This design comes from an exercise in tuning for a short achievable clock period and few clock cycles on the open sky130 flow, not from production work.
In this exercise RTL edits were held to simulation tests only and were not proved equivalent to the original.
The clock input has no modelled driver; a real chip could not lean on it and would need a root buffer or a full tree.
Power and IR drop assume default switching activity.

Setup of job 101:
==> flow/design.v <==
module TopLevel(
  input        CLK,
  input        reset,
  input        start,
  output       halt,
  output [7:0] mem_addr,
  output       mem_re,
  output       mem_we,
  output [7:0] mem_wdata,
  input  [7:0] mem_rdata
);
  localparam logic [2:0] K_RLO = 3'd0, K_RHI = 3'd1, K_WLO = 3'd2, K_WHI = 3'd3,
                         K_RPAT = 3'd4, K_RSTR = 3'd5, K_NONE = 3'd6, K_WP3 = 3'd7;
  function automatic logic [15:0] encode(input logic [10:0] d);
    logic p1, p2, p4, p8, p16;
    p8  = ^d[10:4];
    p4  = (^d[10:7]) ^ (^d[3:1]);
    p2  = d[10]^d[9]^d[6]^d[5]^d[3]^d[2]^d[0];
    p1  = d[10]^d[8]^d[6]^d[4]^d[3]^d[1]^d[0];
    p16 = ^d ^ p8 ^ p4 ^ p2 ^ p1;
    encode = {d[10:4], p8, d[3:1], p4, d[0], p2, p1, p16};
  endfunction
  function automatic logic [15:0] decode(input logic [15:0] c);
    logic [3:0]  s;
    logic        par, dbl;
    logic [15:0] e;
    logic [10:0] d;
    s = '0;
    for (int k = 1; k < 16; k++)
      if (c[k]) s = s ^ 4'(k);
    par = ^c;
    e = par ? (16'h1 << s) : 16'h0;
    e = c ^ e;
    d = {e[15:9], e[7:5], e[3]};
    dbl = !par && (s != 4'd0);
    if (dbl) begin
      if (s == 4'd11) d = d ^ 11'h030;
      if (s == 4'd13) d = d ^ 11'h090;
      if (s == 4'd14) d = d ^ 11'h0a0;
    end
    decode = {dbl, 4'b0, d};
  endfunction
  function automatic logic [3:0] in_hits(input logic [7:0] b, input logic [4:0] pt);
    logic [3:0] h;
    for (int o = 0; o < 4; o++)
      h[o] = (b[7-o -: 5] == pt);
    in_hits = h;
  endfunction
  function automatic logic [3:0] cross_hits(input logic [7:0] a, input logic [7:0] b, input logic [4:0] pt);
    logic [15:0] w;
    logic [3:0]  h;
    w = {a, b};
    for (int o = 0; o < 4; o++)
      h[o] = (w[11-o -: 5] == pt);
    cross_hits = h;
  endfunction
  function automatic logic [2:0] cnt4(input logic [3:0] h);
    cnt4 = {2'b0, h[0]} + {2'b0, h[1]} + {2'b0, h[2]} + {2'b0, h[3]};
  endfunction
  logic       halt_r;
  logic [1:0] prog_r;           
  logic       re_r, we_r;
  logic [7:0] addr_r, wdata_r;
  logic [2:0] kind_r;
  logic       last_r;           
  logic [5:0] a_step;
  logic [4:0] rp;
  logic [7:0] wp;
  wire        p3     = (prog_r == 2'd2);
  wire [1:0]  prog_n = (prog_r == 2'd0) ? 2'd1 : 2'd2;
  wire [5:0]  s  = a_step;
  wire        t_wr  = p3 ? (s >= 6'd34) : ((s >= 6'd58) || s[0]);
  wire        t_rd  = p3 ? (s <= 6'd32) : !((s >= 6'd58) || s[0]);
  wire        t_hi  = (s >= 6'd58) ? s[0] : !s[1];
  wire [2:0]  t_kind = p3 ? (t_rd ? K_RSTR : t_wr ? K_WP3 : K_NONE) : {1'b0, t_wr, t_hi};
  wire [7:0]  t_p3w  = (s == 6'd34) ? 8'd193 : (s == 6'd35) ? 8'd192 : 8'd194;
  wire [7:0]  t_rda  = {p3, prog_r[0], 1'b0, rp};
  wire [7:0]  t_addr = t_rd ? t_rda : (p3 ? t_p3w : wp);
  wire        t_lst  = p3 ? (s == 6'd36) : (s == 6'd59);
  logic [15:0] raw_r;           
  logic [7:0]  hi_r;            
  logic [4:0]  pat_r;           
  logic [7:0]  c1_r;            
  logic [5:0]  c2_r;            
  logic [6:0]  cx_r;            
  wire [15:0] code    = (prog_r == 2'd0) ? encode(raw_r[10:0]) : decode(raw_r);
  logic [2:0]  hcnt_r, xcnt_r;  
  wire        hit_on  = p3 && !halt_r && (a_step >= 6'd3) && (a_step <= 6'd34);
  wire        acc_on  = p3 && !halt_r && (a_step >= 6'd4) && (a_step <= 6'd35);
  wire        first   = (a_step == 6'd3);
  wire [3:0]  hit_cur = in_hits(raw_r[7:0], pat_r);
  wire [3:0]  hit_x   = first ? 4'b0 : cross_hits(raw_r[15:8], raw_r[7:0], pat_r);
  logic [7:0] wdata_n;
  always_comb begin
    case (t_kind)
      K_WLO:   wdata_n = code[7:0];
      K_WHI:   wdata_n = hi_r;
      K_WP3:   case (s[1:0])
                 2'd2:    wdata_n = {2'b0, (|hit_cur) ? c2_r + 6'd1 : c2_r};    
                 2'd3:    wdata_n = c1_r + {5'b0, hcnt_r};   
                 default: wdata_n = c1_r + {1'b0, cx_r};  
               endcase
      default: wdata_n = 8'h00;
    endcase
  end
  wire [1:0] ip = (halt_r || !last_r) ? prog_r : prog_n;    
  wire [7:0] ip_addr  = (ip == 2'd0) ? 8'd0 : (ip == 2'd1) ? 8'd64 : 8'd160;
  wire [7:0] ip_delta = (ip == 2'd2) ? 8'h20 : 8'h01;
  wire [2:0] ip_kind  = (ip == 2'd2) ? K_RPAT : K_RLO;
  wire       go1      = halt_r && start;
  wire idle = halt_r || last_r;    
  always_ff @(posedge CLK) begin
    if (reset) begin
      halt_r  <= 1'b1;
      prog_r  <= 2'd0;
      last_r  <= 1'b0;
      re_r    <= 1'b1;
      we_r    <= 1'b0;
      addr_r  <= 8'd0;
      kind_r  <= K_RLO;
    end else if (idle) begin
      halt_r  <= halt_r ? !start : 1'b1;
      prog_r  <= ip;
      last_r  <= 1'b0;
      re_r    <= 1'b1;
      we_r    <= 1'b0;
      addr_r  <= ip_addr ^ (go1 ? ip_delta : 8'h00);
      kind_r  <= {ip_kind[2:1], go1};
    end else begin
      re_r    <= t_rd;
      we_r    <= t_wr;
      addr_r  <= t_addr;
      kind_r  <= t_kind;
      last_r  <= t_lst;
    end
  end
  always_ff @(posedge CLK) begin
    if (idle) begin
      a_step  <= 6'd2;
      rp      <= (ip == 2'd2) ? 5'd1 : 5'd2;
      wp      <= (ip == 2'd0) ? 8'd30 : 8'd94;
    end else begin
      a_step  <= a_step + 6'd1;
      if (t_rd) rp <= rp + 5'd1;
      if (t_wr) wp <= wp + 8'd1;
    end
  end
  always_ff @(posedge CLK) begin
    wdata_r <= wdata_n;
    if (t_kind == K_WLO) hi_r <= code[15:8];
    if (kind_r == K_RLO || kind_r == K_RSTR) raw_r[7:0] <= mem_rdata;
    if (kind_r == K_RHI) raw_r[15:8] <= mem_rdata;
    if (kind_r == K_RSTR) raw_r[15:8] <= raw_r[7:0];
    if (kind_r == K_RPAT) pat_r <= mem_rdata[4:0];
    hcnt_r <= cnt4(hit_cur);
    xcnt_r <= cnt4(hit_x);
    if (kind_r == K_RPAT) begin
      c1_r <= '0; c2_r <= '0; cx_r <= '0;
    end else begin
      if (acc_on) begin
        c1_r <= c1_r + {5'b0, hcnt_r};
        cx_r <= cx_r + {4'b0, xcnt_r};
      end
      if (hit_on && (|hit_cur)) c2_r <= c2_r + 6'd1;
    end
  end
  assign halt      = halt_r;
  assign mem_addr  = addr_r;
  assign mem_re    = re_r;
  assign mem_we    = we_r;
  assign mem_wdata = wdata_r;
endmodule
export LEC_CHECK = 0
export ABC_CLOCK_PERIOD_IN_PS = 2000
export CAP_MARGIN = 40
export CORE_MARGIN = 2
export CORE_UTILIZATION = 25
export SETUP_SLACK_MARGIN = 5
export SLEW_MARGIN = 40
export SYNTH_MEMORY_MAX_BITS = 16384
create_clock -name core_clock -period 10.0 [get_ports {CLK}]
standard.sh (not shown) runs the stock make flow with config.mk's settings and CLKGATE_MAP_FILE= SYNTH_SCRIPT=/design/flow/synth_recipe.tcl, a recipe that flattens the netlist after the stock synthesis.
==> flow/flow/run.sh <==
#!/bin/bash
# Standard ORFS layout (the standard.sh) with three changes to how it is
# made; the clock period and I/O constraints are unchanged:
#  - timing repair aims at a 7.3 ns setup margin instead of stopping at the
#    10 ns constraint, and may resize cells across footprints;
#  - port buffers are sky130_fd_sc_hd__buf_4;
#  - at the end of the CTS step, flow/cts_tree.tcl replaces the clock tree
#    with a balanced one-level tree: the clock port feeds 4 clkbuf_16, each
#    driving a quarter of the flip-flops.
# make's output goes to make_finish.log; each ORFS step keeps its own log
# under orfs/logs.
set -euo pipefail
export MAN_CTS_NBUF=4 MAN_CTS_NLEAF=0
bash standard.sh \
  SETUP_SLACK_MARGIN=8.0 \
  MATCH_CELL_FOOTPRINT=0 \
  "BUFFER_PORTS_ARGS=-buffer_cell sky130_fd_sc_hd__buf_4" \
  POST_CTS_TCL=$PWD/flow/cts_tree.tcl \
  finish > make_finish.log 2>&1
Other scripts of this flow, unchanged in this note and not shown: flow/flow/cts_tree.tcl
Testbench counts of job 101, summed over its fixed seeds: cycles 5,056.
[inputs] job 102 vs job 101
-- flow/flow/run.sh --
<<< job 101, line 13
export MAN_CTS_NBUF=4 MAN_CTS_NLEAF=0
bash standard.sh \
  SETUP_SLACK_MARGIN=8.0 \
  MATCH_CELL_FOOTPRINT=0 \
  "BUFFER_PORTS_ARGS=-buffer_cell sky130_fd_sc_hd__buf_4" \
>>> job 102, line 13
export MAN_CTS_NBUF=4 MAN_CTS_NLEAF=0
bash standard.sh \
  SETUP_SLACK_MARGIN=7.3 \
  MATCH_CELL_FOOTPRINT=0 \
  "BUFFER_PORTS_ARGS=-buffer_cell sky130_fd_sc_hd__buf_4" \
Status: first-iteration DRC count parity (job 102, job 101)
The critical path depth on job 102 is in line with that on job 101.
Per the comparison of job 102 with job 101, global-route usage saw a decrease, routed length per placed instance dropped 1.6 um, count of non-filler cells in the finished layout decreased by 87 relative to the old numbers, length of routed met3 wiring decreased about 47%.
In job 102, detailed-routing wirelength on met1 is lower than in job 101.
Job 102 vs job 101 on power spent charging and discharging nets: job 102 is the lower one.
Summary of the comparison: headroom to the max-slew limit is lower in job 102, relative to job 101.
Of the two values seen for biggest power consumer among the groups, combinational cells was produced by job 101 and sequential cells by job 102.
Job 102 vs job 101 — sequential share of layout area rose 6.7 points.
What job 103 does differently from job 102 at the input level:
-- flow/flow/run.sh --
<<< job 102, line 13
export MAN_CTS_NBUF=4 MAN_CTS_NLEAF=0
bash standard.sh \
  SETUP_SLACK_MARGIN=7.3 \
  MATCH_CELL_FOOTPRINT=0 \
  "BUFFER_PORTS_ARGS=-buffer_cell sky130_fd_sc_hd__buf_4" \
>>> job 103, line 13
export MAN_CTS_NBUF=4 MAN_CTS_NLEAF=0
bash standard.sh \
  SETUP_SLACK_MARGIN=7.6 \
  MATCH_CELL_FOOTPRINT=0 \
  "BUFFER_PORTS_ARGS=-buffer_cell sky130_fd_sc_hd__buf_4" \
Notes after the runs:
The sequential power number comes out higher for job 102 vs job 103.
Looking at part of the total power dissipated in combinational logic across job 102 and job 103, the one that comes out higher is job 103.
In job 103, wire length is higher than in job 102.
The clock cells of job 102 come from the design's own scripts or RTL, not from TritonCTS.

-- port drivers added, routing unchanged --
In the flow no input, the clock included, has a driving cell. The finished layouts below were timed again as built, in two steps. Step 1 assumes that a clkbuf_16 drives the clock port and a buf_2 every other input. Step 2, shift: input delay + t, output delay - t, t = (earliest + latest rising clock arrival at the registers) / 2. This alone moves slack from input paths to output paths. Slacks: no drivers / after step 1 / after step 2; pairs: no drivers / after step 1.
run	t (ns)	setup WS [ns]	latest minus earliest clock arrival (ns)
job 101	0.271	7.331 / 7.236 / 7.258	0.020 / 0.020
job 102	0.255	7.351 / 7.263 / 7.173	0.016 / 0.016
job 103	0.258	7.333 / 7.242 / 7.255	0.017 / 0.018
After both steps setup and hold are still met in every run listed. For job 102, which loses most, drivers alone change the setup slack by -0.088 ns; drivers and shift together by -0.178 ns.
